This is an optimization exercise on Yosys and OpenROAD, whose aim is small area, not a production implementation. Function was checked by simulation only, so behaviour that the tests miss may differ from the original. Power figures rest on the tool's default switching activity, not on a simulated workload.

==> flow/design.v <==
`timescale 1ns / 1ps
module rotary_combination_lock(
    output wire LCD_E, LCD_RW, LCD_RS,
    output wire [3:0] SF_D,
    output wire [2:0] J1,
    input Clk,
    input Rst,
    input Center,
    input South,
    input wire rotA, rotB
);
    wire CenterSync, SouthSync;
    wire Right, Left;
    wire Locked;
    wire [4:0] Count;
    synchronizer syncA(CenterSync, Center, Clk, Rst);
    synchronizer syncB(SouthSync, South, Clk, Rst);
    rotary_encoder_module U0(
         .Left(Left),
         .Right(Right),
         .Clk(Clk),
         .Rst(Rst),
         .rotA(rotA),
         .rotB(rotB)
    );
    combination_lock_fsm U1(
         .Locked(Locked),
         .Right(Right),
         .state(J1),
         .Left(Left),
         .Center(CenterSync),
         .Clk(Clk),
         .South(SouthSync),
         .Count(Count),
         .Rst(Rst)
    );
    up_down_counter U2(
        .Count(Count),
        .Up (Left),
        .Down(Right),
        .Clk(Clk),
        .South(South),
        .Rst(Rst)
    );
    lcd_driver U3(Clk, Rst, South, Count, Locked, SF_D, LCD_E,
        LCD_RS, LCD_RW);
endmodule
`timescale 1ns / 1ps
module synchronizer(
     output wire OutSignal, 
     input wire InSignal, 
     input wire Clk,
     input wire Rst
);
     reg buff0, buff1, buff2;
     always@(posedge Clk)
            if (Rst)
            begin
               buff0 <= 1'b0;
               buff1 <= 1'b0;
               buff2 <= 1'b0;
            end
            else
            begin
               buff0 <= InSignal;
               buff1 <= buff0;
               buff2  <= buff1;
            end
     assign OutSignal = buff2;
endmodule
`timescale 1ns / 1ps
module combination_lock_fsm(output reg [2:0] state,
  output wire Locked,  
  input wire Right, Left,  
  input wire [4:0] Count,  
  input wire Center,  
  input wire Clk, South,  
  input wire Rst
  );
  parameter S0 = 3'b000,
            S1 = 3'b001,
            S2 = 3'b010,
            S3 = 3'b011,
            S4 = 3'b100,
            S5 = 3'b101;
  reg [2:0] nextState;
  always @ ( * ) begin
    case (state)
      S0: begin
        if (Right)
            nextState = S1;
        else
            nextState = S0;
        end
      S1: begin
        if (Left)
            if(Count == 5'b01101)
            	nextState = S2;
            else
            	nextState = S0;
        else
            nextState = S1;
        end
      S2: begin
        if (Right)
            if (Count == 5'b00111)
                nextState = S3;
            else
                nextState = S0;
        else
            nextState = S2;
        end
      S3: begin
        if (Left)
            if (Count == 5'b10001)
                nextState = S4;
            else
                nextState = S0;
        else
            nextState = S3;
        end
      S4: begin
        if (Center)
            if (Count == 5'b10001)
                nextState = S5;
            else
                nextState = S0;
            else if (Right)
                nextState = S0;
        else
            nextState = S4;
        end
      S5: begin
        nextState = S5;
        end
    default: begin
        nextState = S0;
    end
    endcase
  end
    assign Locked = (state == S5) ? 0:1;
    always@ (posedge Clk)
        if (Rst | South)
            state <= S0;
        else
            state <= nextState;
endmodule  
`timescale 1ns / 1ps
module up_down_counter(
  output reg [4:0] Count,
  input wire Up, Down,
  input wire Clk, South,
  input wire Rst
  );
  always @ (posedge Clk) begin
    if (Rst | South)
      Count <= 0;
    else if (Up)
      begin
      if (Count == 19)
        Count <= 0;
      else
        Count <= Count +1;
      end
    else if (Down)
      if (Count == 0)
        Count <= 19;
      else
        Count <= Count - 1;
end
endmodule  
`timescale 1ns / 1ps
module lcd_driver(clk, Rst, reset, Position, Locked, SF_D, LCD_E,
	LCD_RS, LCD_RW);
input [4:0] Position;  
input Locked;  
input clk, Rst, reset;
reg [63:0] status_ascii;  
reg [15:0] count_ascii;  
output [3:0] SF_D;
reg [3:0] SF_D;
output LCD_E, LCD_RS, LCD_RW;
reg LCD_E;
reg LCD_RS;
reg LCD_RW;
reg [20:0] count;
reg [7:0] d;
wire [255:0] display_data;
always @ (posedge clk)
if (Rst)
begin
	count <= 21'd0;
	d <= 8'd0;
	SF_D <= 4'd0;
	LCD_E <= 1'b0;
	LCD_RS <= 1'b0;
	LCD_RW <= 1'b0;
end
else
begin
case (reset)
1'b1:
begin
	count <= count + 21'd1;
	if ((count == 21'd750000) && (d==8'd0))
	begin
		d <= d + 8'd1;
		count <= 21'd0;
		SF_D <= 4'b0011;
		LCD_E <= 1'b1;
	end
	if ((count == 21'd20) && (d==8'd1))
	begin
		d <= d + 8'd1;
		count <= 21'd0;
		SF_D <= 4'b0000;
		LCD_E <= 1'b0;
	end
	if ((count == 21'd205000) && (d==8'd2))
	begin
		d <= d + 8'd1;
		count <= 21'd0;
		SF_D <= 4'b0011;
		LCD_E <= 1'b1;
	end
	if ((count == 21'd20) && (d==8'd3))
	begin
		d <= d + 8'd1;
		count <= 21'd0;
		SF_D <= 4'b0000;
		LCD_E <= 1'b0;
	end
	if ((count == 21'd5000) &&(d==8'd4))
	begin
		d <= d + 8'd1;
		count <= 21'd0;
		SF_D <= 4'b0011;
		LCD_E <= 1'b1;
	end
	if ((count == 21'd20) && (d==8'd5))
	begin
		d <= d + 8'd1;
		count <= 21'd0;
		SF_D <= 4'b0000;
		LCD_E <= 1'b0;
	end
	if ((count == 21'd2200) && (d==8'd6))
	begin
		d <= d + 8'd1;
		count <= 21'd0;
		SF_D <= 4'b0010;
		LCD_E <= 1'b1;
	end
	if ((count == 21'd20) && (d==8'd7))
	begin
		d <= d + 8'd1;
		count <= 21'd0;
		SF_D <= 4'b0000;
		LCD_E <= 1'b0;
	end
	if ((count == 21'd2200) && (d==8'd8))
	begin
		d <= d + 8'd1;
		count <= 21'd0;
		SF_D <= 4'b0010;
		LCD_E <= 1'b1;
	end
	if ((count == 21'd20) && (d==8'd9))
	begin
		d <= d + 8'd1;
		count <= 21'd0;
		SF_D <= 4'b0000;
		LCD_E <= 1'b0;
	end
	if ((count == 21'd60) && (d==8'd10))
	begin
		d <= d + 8'd1;
		count <= 21'd0;
		SF_D <= 4'b1000;
		LCD_E <= 1'b1;
	end
	if ((count == 21'd20) && (d==8'd11))
	begin
		d <= d + 8'd1;
		count <= 21'd0;
		SF_D <= 4'b0000;
		LCD_E <= 1'b0;
	end
	if ((count == 21'd2200) && (d==8'd12))
	begin
		d <= d + 8'd1;
		count <= 21'd0;
		SF_D <= 4'b0000;
		LCD_E <= 1'b1;
	end
	if ((count == 21'd20) && (d==8'd13))
	begin
		d <= d + 8'd1;
		count <= 21'd0;
		SF_D <= 4'b0000;
		LCD_E <= 1'b0;
	end
	if ((count == 21'd60) && (d==8'd14))
	begin
		d <= d + 8'd1;
		count <= 21'd0;
		SF_D <= 4'b0110;
		LCD_E <= 1'b1;
	end
	if ((count == 21'd20) && (d==8'd15))
	begin
		d <= d + 8'd1;
		count <= 21'd0;
		SF_D <= 4'b0000;
		LCD_E <= 1'b0;
	end
	if ((count == 21'd2200) && (d==8'd16))
	begin
		d <= d + 8'd1;
		count <= 21'd0;
		SF_D <= 4'b0000;
		LCD_E <= 1'b1;
	end
	if ((count == 21'd20) && (d==8'd17))
	begin
		d <= d + 8'd1;
		count <= 21'd0;
		SF_D <= 4'b0000;
		LCD_E <= 1'b0;
	end
	if ((count == 21'd60) && (d==8'd18))
	begin
		d <= d + 8'd1;
		count <= 21'd0;
		SF_D <= 4'b1111;
		LCD_E <= 1'b1;
	end
	if ((count == 21'd20) && (d==8'd19))
	begin
		d <= d + 8'd1;
		count <= 21'd0;
		SF_D <= 4'b0000;
		LCD_E <= 1'b0;
	end
	if ((count == 21'd2200) && (d==8'd20))
	begin
		d <= d + 8'd1;
		count <= 21'd0;
		SF_D <= 4'b0000;
		LCD_E <= 1'b1;
	end
	if ((count == 21'd20) && (d==8'd21))
	begin
		d <= d + 8'd1;
		count <= 21'd0;
		SF_D <= 4'b0000;
		LCD_E <= 1'b0;
	end
	if ((count == 21'd60) && (d==8'd22))
	begin
		d <= d + 8'd1;
		count <= 21'd0;
		SF_D <= 4'b0001;
		LCD_E <= 1'b1;
	end
	if ((count == 21'd20) && (d==8'd23))
	begin
		d <= d + 8'd1;
		count <= 21'd0;
		SF_D <= 4'b0000;
		LCD_E <= 1'b0;
	end
	if ((count == 21'd80000) && (d==8'd24))
	begin
		d <= d + 8'd1;
		count <= 21'd0;
		SF_D <= 4'b0000;
		LCD_E <= 1'b0;
	end
end
1'b0:
begin
	count <= count + 21'd1;
	if ((count == 21'd2000) && (d==8'd25))
	begin
		d <= d + 8'd1;
		count <= 21'd0;
		SF_D <= 4'b1000;
		LCD_E <= 1'b1;
		LCD_RS <= 1'b0;
		LCD_RW <=1'b0;
	end
	if ((count == 21'd20) && (d==8'd26))
	begin
		d <= d + 8'd1;
		count <= 21'd0;
		SF_D <= 4'b0000;
		LCD_E <= 1'b0;
		LCD_RS <= 1'b0;
		LCD_RW <=1'b0;
	end
	if ((count == 21'd60) && (d==8'd27))
	begin
		d <= d + 8'd1;
		count <= 21'd0;
		SF_D <= 4'b0000;
		LCD_E <= 1'b1;
		LCD_RS <= 1'b0;
		LCD_RW <=1'b0;
	end
	if ((count == 21'd20) && (d==8'd28))
	begin
		d <= d + 8'd1;
		count <= 21'd0;
		SF_D <= 4'b0000;
		LCD_E <= 1'b0;
	end
	if ((count == 21'd2200) && (d==8'd29))
	begin
		d <= d + 8'd1;
		count <= 21'd0;
		SF_D <= display_data[255:252];
		LCD_E <= 1'b1;
		LCD_RS <= 1'b1;
		LCD_RW <=1'b0;
	end
	if ((count == 21'd20) && (d==8'd30))
	begin
		d <= d + 8'd1;
		count <= 21'd0;
		SF_D <= 4'b0000;
		LCD_E <= 1'b0;
	end
	if ((count == 21'd60) && (d==8'd31))
	begin
		d <= d + 8'd1;
		count <= 21'd0;
		SF_D <= display_data[251:248];
		LCD_E <= 1'b1;
		LCD_RS <= 1'b1;
		LCD_RW <=1'b0;
	end
	if ((count == 21'd20) && (d==8'd32))
	begin
		d <= d + 8'd1;
		count <= 21'd0;
		SF_D <= 4'b0000;
		LCD_E <= 1'b0;
	end
	if ((count == 21'd2200) && (d==8'd33))
	begin
		d <= d + 8'd1;
		count <= 21'd0;
		SF_D <= display_data[247:244];
		LCD_E <= 1'b1;
		LCD_RS <= 1'b1;
		LCD_RW <=1'b0;
	end
	if ((count == 21'd20) && (d==8'd34))
	begin
		d <= d + 8'd1;
		count <= 21'd0;
		SF_D <= 4'b0000;
		LCD_E <= 1'b0;
	end
	if ((count == 21'd60) && (d==8'd35))
	begin
		d <= d + 8'd1;
		count <= 21'd0;
		SF_D <= display_data[243:240];
		LCD_E <= 1'b1;
		LCD_RS <= 1'b1;
		LCD_RW <=1'b0;
	end
	if ((count == 21'd20) && (d==8'd36))
	begin
		d <= d + 8'd1;
		count <= 21'd0;
		SF_D <= 4'b0000;
		LCD_E <= 1'b0;
	end
	if ((count == 21'd2200) && (d==8'd37))
	begin
		d <= d + 8'd1;
		count <= 21'd0;
		SF_D <= display_data[239:236];
		LCD_E <= 1'b1;
		LCD_RS <= 1'b1;
		LCD_RW <=1'b0;
	end
	if ((count == 21'd20) && (d==8'd38))
	begin
		d <= d + 8'd1;
		count <= 21'd0;
		SF_D <= 4'b0000;
		LCD_E <= 1'b0;
	end
	if ((count == 21'd60) && (d==8'd39))
	begin
		d <= d + 8'd1;
		count <= 21'd0;
		SF_D <= display_data[235:232];
		LCD_E <= 1'b1;
		LCD_RS <= 1'b1;
		LCD_RW <=1'b0;
	end
	if ((count == 21'd20) && (d==8'd40))
	begin
		d <= d + 8'd1;
		count <= 21'd0;
		SF_D <= 4'b0000;
		LCD_E <= 1'b0;
	end
	if ((count == 21'd2200) && (d==8'd41))
	begin
		d <= d + 8'd1;
		count <= 21'd0;
		SF_D <= display_data[231:228];
		LCD_E <= 1'b1;
		LCD_RS <= 1'b1;
		LCD_RW <=1'b0;
	end
	if ((count == 21'd20) && (d==8'd42))
	begin
		d <= d + 8'd1;
		count <= 21'd0;
		SF_D <= 4'b0000;
		LCD_E <= 1'b0;
	end
	if ((count == 21'd60) && (d==8'd43))
	begin
		d <= d + 8'd1;
		count <= 21'd0;
		SF_D <= display_data[227:224];
		LCD_E <= 1'b1;
		LCD_RS <= 1'b1;
		LCD_RW <=1'b0;
	end
	if ((count == 21'd20) && (d==8'd44))
	begin
		d <= d + 8'd1;
		count <= 21'd0;
		SF_D <= 4'b0000;
		LCD_E <= 1'b0;
	end
	if ((count == 21'd2200) && (d==8'd45))
	begin
		d <= d + 8'd1;
		count <= 21'd0;
		SF_D <= display_data[223:220];
		LCD_E <= 1'b1;
		LCD_RS <= 1'b1;
		LCD_RW <=1'b0;
	end
	if ((count == 21'd20) && (d==8'd46))
	begin
		d <= d + 8'd1;
		count <= 21'd0;
		SF_D <= 4'b0000;
		LCD_E <= 1'b0;
	end
	if ((count == 21'd60) && (d==8'd47))
	begin
		d <= d + 8'd1;
		count <= 21'd0;
		SF_D <= display_data[219:216];
		LCD_E <= 1'b1;
		LCD_RS <= 1'b1;
		LCD_RW <=1'b0;
	end
	if ((count == 21'd20) && (d==8'd48))
	begin
		d <= d + 8'd1;
		count <= 21'd0;
		SF_D <= 4'b0000;
		LCD_E <= 1'b0;
	end
	if ((count == 21'd2200) && (d==8'd49))
	begin
		d <= d + 8'd1;
		count <= 21'd0;
		SF_D <= display_data[215:212];
		LCD_E <= 1'b1;
		LCD_RS <= 1'b1;
		LCD_RW <=1'b0;
	end
	if ((count == 21'd20) && (d==8'd50))
	begin
		d <= d + 8'd1;
		count <= 21'd0;
		SF_D <= 4'b0000;
		LCD_E <= 1'b0;
	end
	if ((count == 21'd60) && (d==8'd51))
	begin
		d <= d + 8'd1;
		count <= 21'd0;
		SF_D <= display_data[211:208];
		LCD_E <= 1'b1;
		LCD_RS <= 1'b1;
		LCD_RW <=1'b0;
	end
	if ((count == 21'd20) && (d==8'd52))
	begin
		d <= d + 8'd1;
		count <= 21'd0;
		SF_D <= 4'b0000;
		LCD_E <= 1'b0;
	end
	if ((count == 21'd2200) && (d==8'd53))
	begin
		d <= d + 8'd1;
		count <= 21'd0;
		SF_D <= display_data[207:204];
		LCD_E <= 1'b1;
		LCD_RS <= 1'b1;
		LCD_RW <=1'b0;
	end
	if ((count == 21'd20) && (d==8'd54))
	begin
		d <= d + 8'd1;
		count <= 21'd0;
		SF_D <= 4'b0000;
		LCD_E <= 1'b0;
	end
	if ((count == 21'd60) && (d==8'd55))
	begin
		d <= d + 8'd1;
		count <= 21'd0;
		SF_D <= display_data[203:200];
		LCD_E <= 1'b1;
		LCD_RS <= 1'b1;
		LCD_RW <=1'b0;
	end
	if ((count == 21'd20) && (d==8'd56))
	begin
		d <= d + 8'd1;
		count <= 21'd0;
		SF_D <= 4'b0000;
		LCD_E <= 1'b0;
	end
	if ((count == 21'd2200) && (d==8'd57))
	begin
		d <= d + 8'd1;
		count <= 21'd0;
		SF_D <= display_data[199:196];
		LCD_E <= 1'b1;
		LCD_RS <= 1'b1;
		LCD_RW <=1'b0;
	end
	if ((count == 21'd20) && (d==8'd58))
	begin
		d <= d + 8'd1;
		count <= 21'd0;
		SF_D <= 4'b0000;
		LCD_E <= 1'b0;
	end
	if ((count == 21'd60) && (d==8'd59))
	begin
		d <= d + 8'd1;
		count <= 21'd0;
		SF_D <= display_data[195:192];
		LCD_E <= 1'b1;
		LCD_RS <= 1'b1;
		LCD_RW <=1'b0;
	end
	if ((count == 21'd20) && (d==8'd60))
	begin
		d <= d + 8'd1;
		count <= 21'd0;
		SF_D <= 4'b0000;
		LCD_E <= 1'b0;
	end
	if ((count == 21'd2200) && (d==8'd61))
	begin
		d <= d + 8'd1;
		count <= 21'd0;
		SF_D <= display_data[191:188];
		LCD_E <= 1'b1;
		LCD_RS <= 1'b1;
		LCD_RW <=1'b0;
	end
	if ((count == 21'd20) && (d==8'd62))
	begin
		d <= d + 8'd1;
		count <= 21'd0;
		SF_D <= 4'b0000;
		LCD_E <= 1'b0;
	end
	if ((count == 21'd60) && (d==8'd63))
	begin
		d <= d + 8'd1;
		count <= 21'd0;
		SF_D <= display_data[187:184];
		LCD_E <= 1'b1;
		LCD_RS <= 1'b1;
		LCD_RW <=1'b0;
	end
	if ((count == 21'd20) && (d==8'd64))
	begin
		d <= d + 8'd1;
		count <= 21'd0;
		SF_D <= 4'b0000;
		LCD_E <= 1'b0;
	end
	if ((count == 21'd2200) && (d==8'd65))
	begin
		d <= d + 8'd1;
		count <= 21'd0;
		SF_D <= display_data[183:180];
		LCD_E <= 1'b1;
		LCD_RS <= 1'b1;
		LCD_RW <=1'b0;
	end
	if ((count == 21'd20) && (d==8'd66))
	begin
		d <= d + 8'd1;
		count <= 21'd0;
		SF_D <= 4'b0000;
		LCD_E <= 1'b0;
	end
	if ((count == 21'd60) && (d==8'd67))
	begin
		d <= d + 8'd1;
		count <= 21'd0;
		SF_D <= display_data[179:176];
		LCD_E <= 1'b1;
		LCD_RS <= 1'b1;
		LCD_RW <=1'b0;
	end
	if ((count == 21'd20) && (d==8'd68))
	begin
		d <= d + 8'd1;
		count <= 21'd0;
		SF_D <= 4'b0000;
		LCD_E <= 1'b0;
	end
	if ((count == 21'd2200) && (d==8'd69))
	begin
		d <= d + 8'd1;
		count <= 21'd0;
		SF_D <= display_data[175:172];
		LCD_E <= 1'b1;
		LCD_RS <= 1'b1;
		LCD_RW <=1'b0;
	end
	if ((count == 21'd20) && (d==8'd70))
	begin
		d <= d + 8'd1;
		count <= 21'd0;
		SF_D <= 4'b0000;
		LCD_E <= 1'b0;
	end
	if ((count == 21'd60) && (d==8'd71))
	begin
		d <= d + 8'd1;
		count <= 21'd0;
		SF_D <= display_data[171:168];
		LCD_E <= 1'b1;
		LCD_RS <= 1'b1;
		LCD_RW <=1'b0;
	end
	if ((count == 21'd20) && (d==8'd72))
	begin
		d <= d + 8'd1;
		count <= 21'd0;
		SF_D <= 4'b0000;
		LCD_E <= 1'b0;
	end
	if ((count == 21'd2200) && (d==8'd73))
	begin
		d <= d + 8'd1;
		count <= 21'd0;
		SF_D <= display_data[167:164];
		LCD_E <= 1'b1;
		LCD_RS <= 1'b1;
		LCD_RW <=1'b0;
	end
	if ((count == 21'd20) && (d==8'd74))
	begin
		d <= d + 8'd1;
		count <= 21'd0;
		SF_D <= 4'b0000;
		LCD_E <= 1'b0;
	end
	if ((count == 21'd60) && (d==8'd75))
	begin
		d <= d + 8'd1;
		count <= 21'd0;
		SF_D <= display_data[163:160];
		LCD_E <= 1'b1;
		LCD_RS <= 1'b1;
		LCD_RW <=1'b0;
	end
	if ((count == 21'd20) && (d==8'd76))
	begin
		d <= d + 8'd1;
		count <= 21'd0;
		SF_D <= 4'b0000;
		LCD_E <= 1'b0;
	end
	if ((count == 21'd2200) && (d==8'd77))
	begin
		d <= d + 8'd1;
		count <= 21'd0;
		SF_D <= display_data[159:156];
		LCD_E <= 1'b1;
		LCD_RS <= 1'b1;
		LCD_RW <=1'b0;
	end
	if ((count == 21'd20) && (d==8'd78))
	begin
		d <= d + 8'd1;
		count <= 21'd0;
		SF_D <= 4'b0000;
		LCD_E <= 1'b0;
	end
	if ((count == 21'd60) && (d==8'd79))
	begin
		d <= d + 8'd1;
		count <= 21'd0;
		SF_D <= display_data[155:152];
		LCD_E <= 1'b1;
		LCD_RS <= 1'b1;
		LCD_RW <=1'b0;
	end
	if ((count == 21'd20) && (d==8'd80))
	begin
		d <= d + 8'd1;
		count <= 21'd0;
		SF_D <= 4'b0000;
		LCD_E <= 1'b0;
	end
	if ((count == 21'd2200) && (d==8'd81))
	begin
		d <= d + 8'd1;
		count <= 21'd0;
		SF_D <= display_data[151:148];
		LCD_E <= 1'b1;
		LCD_RS <= 1'b1;
		LCD_RW <=1'b0;
	end
	if ((count == 21'd20) && (d==8'd82))
	begin
		d <= d + 8'd1;
		count <= 21'd0;
		SF_D <= 4'b0000;
		LCD_E <= 1'b0;
	end
	if ((count == 21'd60) && (d==8'd83))
	begin
		d <= d + 8'd1;
		count <= 21'd0;
		SF_D <= display_data[147:144];
		LCD_E <= 1'b1;
		LCD_RS <= 1'b1;
		LCD_RW <=1'b0;
	end
	if ((count == 21'd20) && (d==8'd84))
	begin
		d <= d + 8'd1;
		count <= 21'd0;
		SF_D <= 4'b0000;
		LCD_E <= 1'b0;
	end
	if ((count == 21'd2200) && (d==8'd85))
	begin
		d <= d + 8'd1;
		count <= 21'd0;
		SF_D <= display_data[143:140];
		LCD_E <= 1'b1;
		LCD_RS <= 1'b1;
		LCD_RW <=1'b0;
	end
	if ((count == 21'd20) && (d==8'd86))
	begin
		d <= d + 8'd1;
		count <= 21'd0;
		SF_D <= 4'b0000;
		LCD_E <= 1'b0;
	end
	if ((count == 21'd60) && (d==8'd87))
	begin
		d <= d + 8'd1;
		count <= 21'd0;
		SF_D <= display_data[139:136];
		LCD_E <= 1'b1;
		LCD_RS <= 1'b1;
		LCD_RW <=1'b0;
	end
	if ((count == 21'd20) && (d==8'd88))
	begin
		d <= d + 8'd1;
		count <= 21'd0;
		SF_D <= 4'b0000;
		LCD_E <= 1'b0;
	end
	if ((count == 21'd2200) && (d==8'd89))
	begin
		d <= d + 8'd1;
		count <= 21'd0;
		SF_D <= display_data[135:132];
		LCD_E <= 1'b1;
		LCD_RS <= 1'b1;
		LCD_RW <=1'b0;
	end
	if ((count == 21'd20) && (d==8'd90))
	begin
		d <= d + 8'd1;
		count <= 21'd0;
		SF_D <= 4'b0000;
		LCD_E <= 1'b0;
	end
	if ((count == 21'd60) && (d==8'd91))
	begin
		d <= d + 8'd1;
		count <= 21'd0;
		SF_D <= display_data[131:128];
		LCD_E <= 1'b1;
		LCD_RS <= 1'b1;
		LCD_RW <=1'b0;
	end
	if ((count == 21'd20) && (d==8'd92))
	begin
		d <= d + 8'd1;
		count <= 21'd0;
		SF_D <= 4'b0000;
		LCD_E <= 1'b0;
	end
	if ((count == 21'd2000) && (d==8'd93))
	begin
		d <= d + 8'd1;
		count <= 21'd0;
		SF_D <= 4'b1100;
		LCD_E <= 1'b1;
		LCD_RS <= 1'b0;
		LCD_RW <=1'b0;
	end
	if ((count == 21'd20) && (d==8'd94))
	begin
		d <= d + 8'd1;
		count <= 21'd0;
		SF_D <= 4'b0000;
		LCD_E <= 1'b0;
	end
	if ((count == 21'd60) && (d==8'd95))
	begin
		d <= d + 8'd1;
		count <= 21'd0;
		SF_D <= 4'b0000;
		LCD_E <= 1'b1;
		LCD_RS <= 1'b0;
		LCD_RW <=1'b0;
	end
	if ((count == 21'd20) && (d==8'd96))
	begin
		d <= d + 8'd1;
		count <= 21'd0;
		SF_D <= 4'b0000;
		LCD_E <= 1'b0;
	end
	if ((count == 21'd2200) && (d==8'd97))
	begin
		d <= d + 8'd1;
		count <= 21'd0;
		SF_D <= display_data[127:124];
		LCD_E <= 1'b1;
		LCD_RS <= 1'b1;
		LCD_RW <=1'b0;
	end
	if ((count == 21'd20) && (d==8'd98))
	begin
		d <= d + 8'd1;
		count <= 21'd0;
		SF_D <= 4'b0000;
		LCD_E <= 1'b0;
	end
	if ((count == 21'd60) && (d==8'd99))
	begin
		d <= d + 8'd1;
		count <= 21'd0;
		SF_D <= display_data[123:120];
		LCD_E <= 1'b1;
		LCD_RS <= 1'b1;
		LCD_RW <=1'b0;
	end
	if ((count == 21'd20) && (d==8'd100))
	begin
		d <= d + 8'd1;
		count <= 21'd0;
		SF_D <= 4'b0000;
		LCD_E <= 1'b0;
	end
	if ((count == 21'd2200) && (d==8'd101))
	begin
		d <= d + 8'd1;
		count <= 21'd0;
		SF_D <= display_data[119:116];
		LCD_E <= 1'b1;
		LCD_RS <= 1'b1;
		LCD_RW <=1'b0;
	end
	if ((count == 21'd20) && (d==8'd102))
	begin
		d <= d + 8'd1;
		count <= 21'd0;
		SF_D <= 4'b0000;
		LCD_E <= 1'b0;
	end
	if ((count == 21'd60) && (d==8'd103))
	begin
		d <= d + 8'd1;
		count <= 21'd0;
		SF_D <= display_data[115:112];
		LCD_E <= 1'b1;
		LCD_RS <= 1'b1;
		LCD_RW <=1'b0;
	end
	if ((count == 21'd20) && (d==8'd104))
	begin
		d <= d + 8'd1;
		count <= 21'd0;
		SF_D <= 4'b0000;
		LCD_E <= 1'b0;
	end
	if ((count == 21'd2200) && (d==8'd105))
	begin
		d <= d + 8'd1;
		count <= 21'd0;
		SF_D <= display_data[111:108];
		LCD_E <= 1'b1;
		LCD_RS <= 1'b1;
		LCD_RW <=1'b0;
	end
	if ((count == 21'd20) && (d==8'd106))
	begin
		d <= d + 8'd1;
		count <= 21'd0;
		SF_D <= 4'b0000;
		LCD_E <= 1'b0;
	end
	if ((count == 21'd60) && (d==8'd107))
	begin
		d <= d + 8'd1;
		count <= 21'd0;
		SF_D <= display_data[107:104];
		LCD_E <= 1'b1;
		LCD_RS <= 1'b1;
		LCD_RW <=1'b0;
	end
	if ((count == 21'd20) && (d==8'd108))
	begin
		d <= d + 8'd1;
		count <= 21'd0;
		SF_D <= 4'b0000;
		LCD_E <= 1'b0;
	end
	if ((count == 21'd2200) && (d==8'd109))
	begin
		d <= d + 8'd1;
		count <= 21'd0;
		SF_D <= display_data[103:100];
		LCD_E <= 1'b1;
		LCD_RS <= 1'b1;
		LCD_RW <=1'b0;
	end
	if ((count == 21'd20) && (d==8'd110))
	begin
		d <= d + 8'd1;
		count <= 21'd0;
		SF_D <= 4'b0000;
		LCD_E <= 1'b0;
	end
	if ((count == 21'd60) && (d==8'd111))
	begin
		d <= d + 8'd1;
		count <= 21'd0;
		SF_D <= display_data[99:96];
		LCD_E <= 1'b1;
		LCD_RS <= 1'b1;
		LCD_RW <=1'b0;
	end
	if ((count == 21'd20) && (d==8'd112))
	begin
		d <= d + 8'd1;
		count <= 21'd0;
		SF_D <= 4'b0000;
		LCD_E <= 1'b0;
	end
	if ((count == 21'd2200) && (d==8'd113))
	begin
		d <= d + 8'd1;
		count <= 21'd0;
		SF_D <= display_data[95:92];
		LCD_E <= 1'b1;
		LCD_RS <= 1'b1;
		LCD_RW <=1'b0;
	end
	if ((count == 21'd20) && (d==8'd114))
	begin
		d <= d + 8'd1;
		count <= 21'd0;
		SF_D <= 4'b0000;
		LCD_E <= 1'b0;
	end
	if ((count == 21'd60) && (d==8'd115))
	begin
		d <= d + 8'd1;
		count <= 21'd0;
		SF_D <= display_data[91:88];
		LCD_E <= 1'b1;
		LCD_RS <= 1'b1;
		LCD_RW <=1'b0;
	end
	if ((count == 21'd20) && (d==8'd116))
	begin
		d <= d + 8'd1;
		count <= 21'd0;
		SF_D <= 4'b0000;
		LCD_E <= 1'b0;
	end
	if ((count == 21'd2200) && (d==8'd117))
	begin
		d <= d + 8'd1;
		count <= 21'd0;
		SF_D <= display_data[87:84];
		LCD_E <= 1'b1;
		LCD_RS <= 1'b1;
		LCD_RW <=1'b0;
	end
	if ((count == 21'd20) && (d==8'd118))
	begin
		d <= d + 8'd1;
		count <= 21'd0;
		SF_D <= 4'b0000;
		LCD_E <= 1'b0;
	end
	if ((count == 21'd60) && (d==8'd119))
	begin
		d <= d + 8'd1;
		count <= 21'd0;
		SF_D <= display_data[83:80];
		LCD_E <= 1'b1;
		LCD_RS <= 1'b1;
		LCD_RW <=1'b0;
	end
	if ((count == 21'd20) && (d==8'd120))
	begin
		d <= d + 8'd1;
		count <= 21'd0;
		SF_D <= 4'b0000;
		LCD_E <= 1'b0;
	end
	if ((count == 21'd2200) && (d==8'd121))
	begin
		d <= d + 8'd1;
		count <= 21'd0;
		SF_D <= display_data[79:76];
		LCD_E <= 1'b1;
		LCD_RS <= 1'b1;
		LCD_RW <=1'b0;
	end
	if ((count == 21'd20) && (d==8'd122))
	begin
		d <= d + 8'd1;
		count <= 21'd0;
		SF_D <= 4'b0000;
		LCD_E <= 1'b0;
	end
	if ((count == 21'd60) && (d==8'd123))
	begin
		d <= d + 8'd1;
		count <= 21'd0;
		SF_D <= display_data[75:72];
		LCD_E <= 1'b1;
		LCD_RS <= 1'b1;
		LCD_RW <=1'b0;
	end
	if ((count == 21'd20) && (d==8'd124))
	begin
		d <= d + 8'd1;
		count <= 21'd0;
		SF_D <= 4'b0000;
		LCD_E <= 1'b0;
	end
	if ((count == 21'd2200) && (d==8'd125))
	begin
		d <= d + 8'd1;
		count <= 21'd0;
		SF_D <= display_data[71:68];
		LCD_E <= 1'b1;
		LCD_RS <= 1'b1;
		LCD_RW <=1'b0;
	end
	if ((count == 21'd20) && (d==8'd126))
	begin
		d <= d + 8'd1;
		count <= 21'd0;
		SF_D <= 4'b0000;
		LCD_E <= 1'b0;
	end
	if ((count == 21'd60) && (d==8'd127))
	begin
		d <= d + 8'd1;
		count <= 21'd0;
		SF_D <= display_data[67:64];
		LCD_E <= 1'b1;
		LCD_RS <= 1'b1;
		LCD_RW <=1'b0;
	end
	if ((count == 21'd20) && (d==8'd128))
	begin
		d <= d + 8'd1;
		count <= 21'd0;
		SF_D <= 4'b0000;
		LCD_E <= 1'b0;
	end
	if ((count == 21'd2200) && (d==8'd129))
	begin
		d <= d + 8'd1;
		count <= 21'd0;
		SF_D <= display_data[63:60];
		LCD_E <= 1'b1;
		LCD_RS <= 1'b1;
		LCD_RW <=1'b0;
	end
	if ((count == 21'd20) && (d==8'd130))
	begin
		d <= d + 8'd1;
		count <= 21'd0;
		SF_D <= 4'b0000;
		LCD_E <= 1'b0;
	end
	if ((count == 21'd60) && (d==8'd131))
	begin
		d <= d + 8'd1;
		count <= 21'd0;
		SF_D <= display_data[59:56];
		LCD_E <= 1'b1;
		LCD_RS <= 1'b1;
		LCD_RW <=1'b0;
	end
	if ((count == 21'd20) && (d==8'd132))
	begin
		d <= d + 8'd1;
		count <= 21'd0;
		SF_D <= 4'b0000;
		LCD_E <= 1'b0;
	end
	if ((count == 21'd2200) && (d==8'd133))
	begin
		d <= d + 8'd1;
		count <= 21'd0;
		SF_D <= display_data[55:52];
		LCD_E <= 1'b1;
		LCD_RS <= 1'b1;
		LCD_RW <=1'b0;
	end
	if ((count == 21'd20) && (d==8'd134))
	begin
		d <= d + 8'd1;
		count <= 21'd0;
		SF_D <= 4'b0000;
		LCD_E <= 1'b0;
	end
	if ((count == 21'd60) && (d==8'd135))
	begin
		d <= d + 8'd1;
		count <= 21'd0;
		SF_D <= display_data[51:48];
		LCD_E <= 1'b1;
		LCD_RS <= 1'b1;
		LCD_RW <=1'b0;
	end
	if ((count == 21'd20) && (d==8'd136))
	begin
		d <= d + 8'd1;
		count <= 21'd0;
		SF_D <= 4'b0000;
		LCD_E <= 1'b0;
	end
	if ((count == 21'd2200) && (d==8'd137))
	begin
		d <= d + 8'd1;
		count <= 21'd0;
		SF_D <= display_data[47:44];
		LCD_E <= 1'b1;
		LCD_RS <= 1'b1;
		LCD_RW <=1'b0;
	end
	if ((count == 21'd20) && (d==8'd138))
	begin
		d <= d + 8'd1;
		count <= 21'd0;
		SF_D <= 4'b0000;
		LCD_E <= 1'b0;
	end
	if ((count == 21'd60) && (d==8'd139))
	begin
		d <= d + 8'd1;
		count <= 21'd0;
		SF_D <= display_data[43:40];
		LCD_E <= 1'b1;
		LCD_RS <= 1'b1;
		LCD_RW <=1'b0;
	end
	if ((count == 21'd20) && (d==8'd140))
	begin
		d <= d + 8'd1;
		count <= 21'd0;
		SF_D <= 4'b0000;
		LCD_E <= 1'b0;
	end
	if ((count == 21'd2200) && (d==8'd141))
	begin
		d <= d + 8'd1;
		count <= 21'd0;
		SF_D <= display_data[39:36];
		LCD_E <= 1'b1;
		LCD_RS <= 1'b1;
		LCD_RW <=1'b0;
	end
	if ((count == 21'd20) && (d==8'd142))
	begin
		d <= d + 8'd1;
		count <= 21'd0;
		SF_D <= 4'b0000;
		LCD_E <= 1'b0;
	end
	if ((count == 21'd60) && (d==8'd143))
	begin
		d <= d + 8'd1;
		count <= 21'd0;
		SF_D <= display_data[35:32];
		LCD_E <= 1'b1;
		LCD_RS <= 1'b1;
		LCD_RW <=1'b0;
	end
	if ((count == 21'd20) && (d==8'd144))
	begin
		d <= d + 8'd1;
		count <= 21'd0;
		SF_D <= 4'b0000;
		LCD_E <= 1'b0;
	end
	if ((count == 21'd2200) && (d==8'd145))
	begin
		d <= d + 8'd1;
		count <= 21'd0;
		SF_D <= display_data[31:28];
		LCD_E <= 1'b1;
		LCD_RS <= 1'b1;
		LCD_RW <=1'b0;
	end
	if ((count == 21'd20) && (d==8'd146))
	begin
		d <= d + 8'd1;
		count <= 21'd0;
		SF_D <= 4'b0000;
		LCD_E <= 1'b0;
	end
	if ((count == 21'd60) && (d==8'd147))
	begin
		d <= d + 8'd1;
		count <= 21'd0;
		SF_D <= display_data[27:24];
		LCD_E <= 1'b1;
		LCD_RS <= 1'b1;
		LCD_RW <=1'b0;
	end
	if ((count == 21'd20) && (d==8'd148))
	begin
		d <= d + 8'd1;
		count <= 21'd0;
		SF_D <= 4'b0000;
		LCD_E <= 1'b0;
	end
	if ((count == 21'd2200) && (d==8'd149))
	begin
		d <= d + 8'd1;
		count <= 21'd0;
		SF_D <= display_data[23:20];
		LCD_E <= 1'b1;
		LCD_RS <= 1'b1;
		LCD_RW <=1'b0;
	end
	if ((count == 21'd20) && (d==8'd150))
	begin
		d <= d + 8'd1;
		count <= 21'd0;
		SF_D <= 4'b0000;
		LCD_E <= 1'b0;
	end
	if ((count == 21'd60) && (d==8'd151))
	begin
		d <= d + 8'd1;
		count <= 21'd0;
		SF_D <= display_data[19:16];
		LCD_E <= 1'b1;
		LCD_RS <= 1'b1;
		LCD_RW <=1'b0;
	end
	if ((count == 21'd20) && (d==8'd152))
	begin
		d <= d + 8'd1;
		count <= 21'd0;
		SF_D <= 4'b0000;
		LCD_E <= 1'b0;
	end
	if ((count == 21'd2200) && (d==8'd153))
	begin
		d <= d + 8'd1;
		count <= 21'd0;
		SF_D <= display_data[15:12];
		LCD_E <= 1'b1;
		LCD_RS <= 1'b1;
		LCD_RW <=1'b0;
	end
	if ((count == 21'd20) && (d==8'd154))
	begin
		d <= d + 8'd1;
		count <= 21'd0;
		SF_D <= 4'b0000;
		LCD_E <= 1'b0;
	end
	if ((count == 21'd60) && (d==8'd155))
	begin
		d <= d + 8'd1;
		count <= 21'd0;
		SF_D <= display_data[11:8];
		LCD_E <= 1'b1;
		LCD_RS <= 1'b1;
		LCD_RW <=1'b0;
	end
	if ((count == 21'd20) && (d==8'd156))
	begin
		d <= d + 8'd1;
		count <= 21'd0;
		SF_D <= 4'b0000;
		LCD_E <= 1'b0;
	end
	if ((count == 21'd2200) && (d==8'd157))
	begin
		d <= d + 8'd1;
		count <= 21'd0;
		SF_D <= display_data[7:4];
		LCD_E <= 1'b1;
		LCD_RS <= 1'b1;
		LCD_RW <=1'b0;
	end
	if ((count == 21'd20) && (d==8'd158))
	begin
		d <= d + 8'd1;
		count <= 21'd0;
		SF_D <= 4'b0000;
		LCD_E <= 1'b0;
	end
	if ((count == 21'd60) && (d==8'd159))
	begin
		d <= d + 8'd1;
		count <= 21'd0;
		SF_D <= display_data[3:0];
		LCD_E <= 1'b1;
		LCD_RS <= 1'b1;
		LCD_RW <=1'b0;
	end
	if ((count == 21'd20) && (d==8'd160))
	begin
		d <= 8'd25;
		count <= 21'd0;
		SF_D <= 4'b0000;
		LCD_E <= 1'b0;
	end
end
endcase
end
always@(*)
    if(Locked) 
        status_ascii = {8'h20, 8'h20, 8'h4c, 8'h4f, 8'h43,
		 8'h4b, 8'h45, 8'h44};
    else  
        status_ascii = {8'h55, 8'h4e, 8'h4c, 8'h4f, 8'h43,
		8'h4b, 8'h45, 8'h44};
always@(*) 
    case(Position)
        5'd0:  count_ascii = 16'h3030;
        5'd1:  count_ascii = 16'h3031;
        5'd2:  count_ascii = 16'h3032;
        5'd3:  count_ascii = 16'h3033;
        5'd4:  count_ascii = 16'h3034;
        5'd5:  count_ascii = 16'h3035;
        5'd6:  count_ascii = 16'h3036;
        5'd7:  count_ascii = 16'h3037;
        5'd8:  count_ascii = 16'h3038;
        5'd9:  count_ascii = 16'h3039;
        5'd10: count_ascii = 16'h3130;
        5'd11: count_ascii = 16'h3131;
        5'd12: count_ascii = 16'h3132;
        5'd13: count_ascii = 16'h3133;
        5'd14: count_ascii = 16'h3134;
        5'd15: count_ascii = 16'h3135;
        5'd16: count_ascii = 16'h3136;
        5'd17: count_ascii = 16'h3137;
        5'd18: count_ascii = 16'h3138;
        5'd19: count_ascii = 16'h3139;
        5'd20: count_ascii = 16'h3230;
        5'd21: count_ascii = 16'h3231;
        5'd22: count_ascii = 16'h3232;
        5'd23: count_ascii = 16'h3233;
        5'd24: count_ascii = 16'h3234;
        5'd25: count_ascii = 16'h3235;
        5'd26: count_ascii = 16'h3236;
        5'd27: count_ascii = 16'h3237;
        5'd28: count_ascii = 16'h3238;
        5'd29: count_ascii = 16'h3239;
        5'd30: count_ascii = 16'h3330;
        5'd31: count_ascii = 16'h3331;
    endcase
assign display_data = {8'h3e, count_ascii, 8'h20,
 	8'h20, status_ascii, {19{8'h20}}};
endmodule
`timescale 1 ns / 1 ps
`default_nettype none
module rotary_encoder_module(
     output wire Left, Right,
     input Clk, Rst,
     input wire rotA, rotB
);
     wire buffA, buffB;  
     reg rotary_q1, rotary_q2;
     reg rotary_event, rotary_left;
     reg rotary_q1_old;
     synchronizer syncA(buffA, rotA, Clk, Rst);
     synchronizer syncB(buffB, rotB, Clk, Rst);
     always@(posedge Clk)
          if(Rst)
               rotary_q1 <= 1'b0;
          else if(buffA & buffB)
               rotary_q1 <= 1'b1;
          else if(~buffA & ~ buffB)
               rotary_q1 <= 1'b0;
     always@(posedge Clk)
          if(Rst)
               rotary_q2 <= 1'b0;
          else if(~buffA & buffB)
               rotary_q2 <= 1'b1;
          else if(buffA & ~buffB)
               rotary_q2 <= 1'b0;
    always@(posedge Clk)
          if(Rst)
               rotary_q1_old <= 1'b0;
          else
               rotary_q1_old <= rotary_q1;
     always@(posedge Clk)
          if(Rst)
               rotary_event <= 1'b0;
          else
               rotary_event <= ~rotary_q1_old & rotary_q1;
     always@(posedge Clk)
          if(Rst)
               rotary_left <= 1'b0;
          else if(~rotary_q1_old & rotary_q1)
               rotary_left <= rotary_q2;
     assign Left  = rotary_event & rotary_left;
     assign Right = rotary_event & ~rotary_left;
endmodule
==> flow/run.sh <==
#!/bin/bash
# synth_recipe.tcl (not shown) runs the flow's synth.tcl, then flattens the netlist and writes it again
# the make line also repeats each setting of config.mk as NAME=value (left out here)
make -C /OpenROAD-flow-scripts/flow DESIGN_CONFIG=/design/flow/config.mk WORK_HOME=/design/flow/orfs CLKGATE_MAP_FILE= SYNTH_SCRIPT=/design/flow/synth_recipe.tcl finish
==> flow/config.mk <==
export PLATFORM = sky130hd
export DESIGN_NAME = rotary_combination_lock
export DESIGN_NICKNAME = rotary_combination_lock
export VERILOG_FILES = /design/flow/design.v
export SDC_FILE = /design/flow/constraint.sdc
export NUM_CORES = 4
export LEC_CHECK = 0
export CAP_MARGIN = 20
export CORE_MARGIN = 2
export CORE_UTILIZATION = 40
export SLEW_MARGIN = 20
==> flow/constraint.sdc <==
create_clock -name core_clock -period 10.0 [get_ports {Clk}]
set_input_delay 2.0000 -clock core_clock [delete_from_list [all_inputs] [get_ports {Clk}]]
set_output_delay 2.0000 -clock core_clock [all_outputs]
set_load 0.01 [all_outputs]
==> impl_metrics.py <==
metrics = {
    "drt": {
        "via_per_inst": 6.85,
        "antenna_left": 0,
        "drt_first_pass_iters": 6,
        "drt_iter0_markers": 1211,
        "wl_per_cell_um": 24.8,
        "routed_wl_mm": 24.9,
        "num_vias": 6870,
        "drc": 0,
    },
    "clock_tree": {
        "cts_tree": "built",
        "htree_levels": 3,
        "clockBufferDepth": 2,
        "cts-resized-gates": 0,
        "post_cts_buffers": 0,
        "cts_num_sinks": 66,
        "path_clk_slew_ns": 0.06,
        "cts_buffers": 9,
        "clock_latency_ns": 0.35,
        "postCtsHoldBufs": 0,
        "root_buffer": "clkbuf_16",
    },
    "critical_path": {
        "crit_fanout": 18,
        "cp_slowest_cell": "nor3_2",
        "cp_top_family": "simple AND/OR/NAND/NOR gates",
        "crit_type": "flop to flop",
        "crit_arrival_ns": 4.73,
        "crit_chain": "nor4_4 > nand4_1 > nor3_2 > a221oi_1 > a31oi_1 > a21oi_1 > and4_4 > nor2_2 > a311oi_1",
        "startpoint_type": "flop",
        "worstSetupEndpointType": "flop",
        "max_stage_delay_ns": 0.80,
        "worst-path-buf-inv": 0,
        "crit_required_ns": 10.17,
    },
    "place": {
        "place_congestion": 1.04,
        "port_buffers": 14,
        "hpwl_mm": 17.8,
    },
    "power_and_ir_drop": {
        "ir_worst_vdd_mv": 0.122,
        "powerDensity_mw_per_mm2": 100,
        "p_leak_nw": 2.23,
    },
    "timing": {
        "fin_crit_sh_pct": 45.7,
        "slew_headroom_pct": 31.3,
        "worstMarginPinSlew_ns": 1.02,
        "finalHoldViolCount": 0,
        "period_minus_slack_ns": 4.57,
        "slew_violations": 0,
        "worst_clock_skew_ns": 0.0170,
        "rsz0062_at_grt": "no",
        "finalSetupViolations": 0,
        "max_freq_ghz": 0.219,
        "timing.setup.tns_ns": 0,
    },
    "logic_synthesis": {
        "synth_edf_count": 0,
        "synth_area_leaders": "dfxtp_1 (22%), nand2_1 (5.4%), a21oi_1 (5.0%)",
        "dominantRegCellSynth": "dfxtp_1",
        "synth_cell_types": 87,
        "syn_nets": 851,
        "netlist_instances": 829,
        "synth_warnings": 5,
        "synth_area_mm2": 0.00595,
        "synth.yosys.seq_area_share_pct": 22.2,
        "synth_top_area_share_pct": 22.2,
        "synth_area_per_cell_um2": 7.18,
        "synth_seq_cells": 66,
        "synth_top_area_cell": "dfxtp_1",
        "synthArstFlopShare_pct": 0,
    },
    "die": {
        "die_h_um": 126,
        "die_w_um": 126,
        "die_area_mm2": 0.0159,
        "core-area_mm2": 0.0145,
        "initial_core_util_pct": 40.9,
        "std_cell_rows": 44,
        "ioPinCount": 16,
    },
    "grt": {
        "grt_pass1_vias": 6254,
        "grtUsageTotal_pct": 30.6,
        "grt-ovfl-total": 0,
        "grt_pass1_wl_mm": 37.8,
        "grt_max_degree": 50,
        "antenna_found_initial": 0,
    },
    "final_layout": {
        "layout.nets": 836,
        "drive_gt1_share_pct": 8.55,
        "final_common_cell": "nand2_1",
        "diodes": 0,
        "final_util_pct": 44.7,
        "syn_to_final_growth_pct": 9.23,
        "final_cell_mix": "nand2_1 (85), nor2_1 (72), dfxtp_1 (66), a21oi_1 (59), nor3_1 (47)",
    },
    "hold_path": {
        "hold_class": "flop to flop",
    },
    "flow_run": {
        "max_cap_viol_count": 0,
    },
    "run_status": {
        "status": "timing/DRC/antenna clean",
    },
}
[worst paths after layout]
check	startpoint	endpoint	slack (ns)	cells after the start
max reg2reg	U3.count[9]	U3.SF_D[1]	5.43	9
min	U0.syncB.buff1	U0.syncB.buff2	0.43	1
max	U3.count[9]	U3.SF_D[1]	5.43	9
min reg2reg	U0.syncB.buff1	U0.syncB.buff2	0.43	1
[sequential cells by signal, summed over array words and instances (netlist names), 3 cells and up]
name and flops:
U3.count_ascii 6, U3.SF_D 4, U3.d 8, U2.Count 5
U3.count 21, U1.state 3
[layout make-up]
cell class,instances,area [um2]
Clock inverter,7,82.6
Tap cell,184,230
Inverter,30,113
Fill cell,1558,8030
Multi-Input combinational cell,678,4280
Clock buffer,9,225
Timing Repair Buffer,29,248
Sequential cell,66,1320
[power breakdown]
part           internal [mW]  switching, mW
logic                 0.0162         0.0330
registers              0.267        0.00273
clock network          0.197          0.136
total                  0.481          0.171
[per-layer routing]
layer / part of all wire [%] / wire, um / global-route usage [%]
met1: 42 / 10500 / 43.5
met4: 6.2 / 1550 / 15.3
met5: 0 / 0 / 0
met2: 41 / 10100 / 43.5
met3: 11 / 2720 / 6.71
[synthesized netlist by cell type, types with 5 or more instances]
cell type  instances
xnor2_1            7
and3b_1            5
clkbuf_1          33
dfxtp_1           66
a2111oi_0          5
o22ai_1           22
and3_1            10
buf_2             13
nand2b_1           6
or3_1              7
xor2_1            14
and4_1             6
inv_1             29
nor4_1            10
mux2i_1           11
nand4_1           21
and2_1             7
o21ai_0           46
a21oi_1           59
or2_2              5
a31oi_1           13
nand3_1           33
nand2_1           85
ha_1              16
o32ai_1            8
nor2_1            72
a21o_1             5
nor3_1            47
a221oi_1           7
o2111ai_1          5
a211oi_1          13
nor2b_1           24
nor4b_1            5
or4_1              7
a22oi_1            9
[stage by stage]
step	cells	power, mW	hold WS, ns	area (um2)	setup WS [ns]
2_1_floorplan	829	0.307	0.414	5950	6.45
3_3_place_gp	987	0.323	0.415	6180	5.26
3_5_place_dp	987	0.323	0.424	6180	5.19
4_1_cts	1003	0.658	0.439	6490	5.39
5_1_grt	1003	0.673	0.459	6500	5.17
6_report	1003	0.652	0.433	6500	5.43
[cells by family after synthesis]
| logic type | after synthesis | share of synthesized area, % |
|---|---|---|
| compound gates | 242 | 27.2 |
| xor+xnor | 21 | 3.09 |
| fa+ha+maj | 16 | 3.36 |
| buf+inv | 85 | 6.01 |
| flops | 66 | 22.2 |
| mux | 11 | 1.85 |
| other cells | 1 | 0.0630 |
| simple gates | 387 | 36.2 |

-- port drivers added, routing unchanged --
In the flow no input, the clock included, has a driving cell. The finished layout below was timed again as built, in two steps. Step 1: set_driving_cell puts a clkbuf_16 on Clk and a buf_2 on each other input, an assumption about the parent block. Step 2 adds t to the input delays and takes it off the output delays; t is the mean of the earliest and latest rising clock arrival at the registers after step 1. Input paths then give back, and output paths get back, about the clock's delay inside the block. Slacks: ideal ports / drivers / drivers and shift; pairs: ideal ports / drivers.
t (ns): 0.382
slack for setup (ns): 5.434 / 5.434 / 5.091
latest minus earliest clock arrival (ns): 0.017 / 0.017
worst register clock-pin slew, ns: 0.07 / 0.07
worst data-port slew with drivers (ns): 0.03
After both steps setup and hold are still met in this run. For this run, drivers alone change the setup slack by 0.000 ns; drivers and shift together by -0.343 ns.
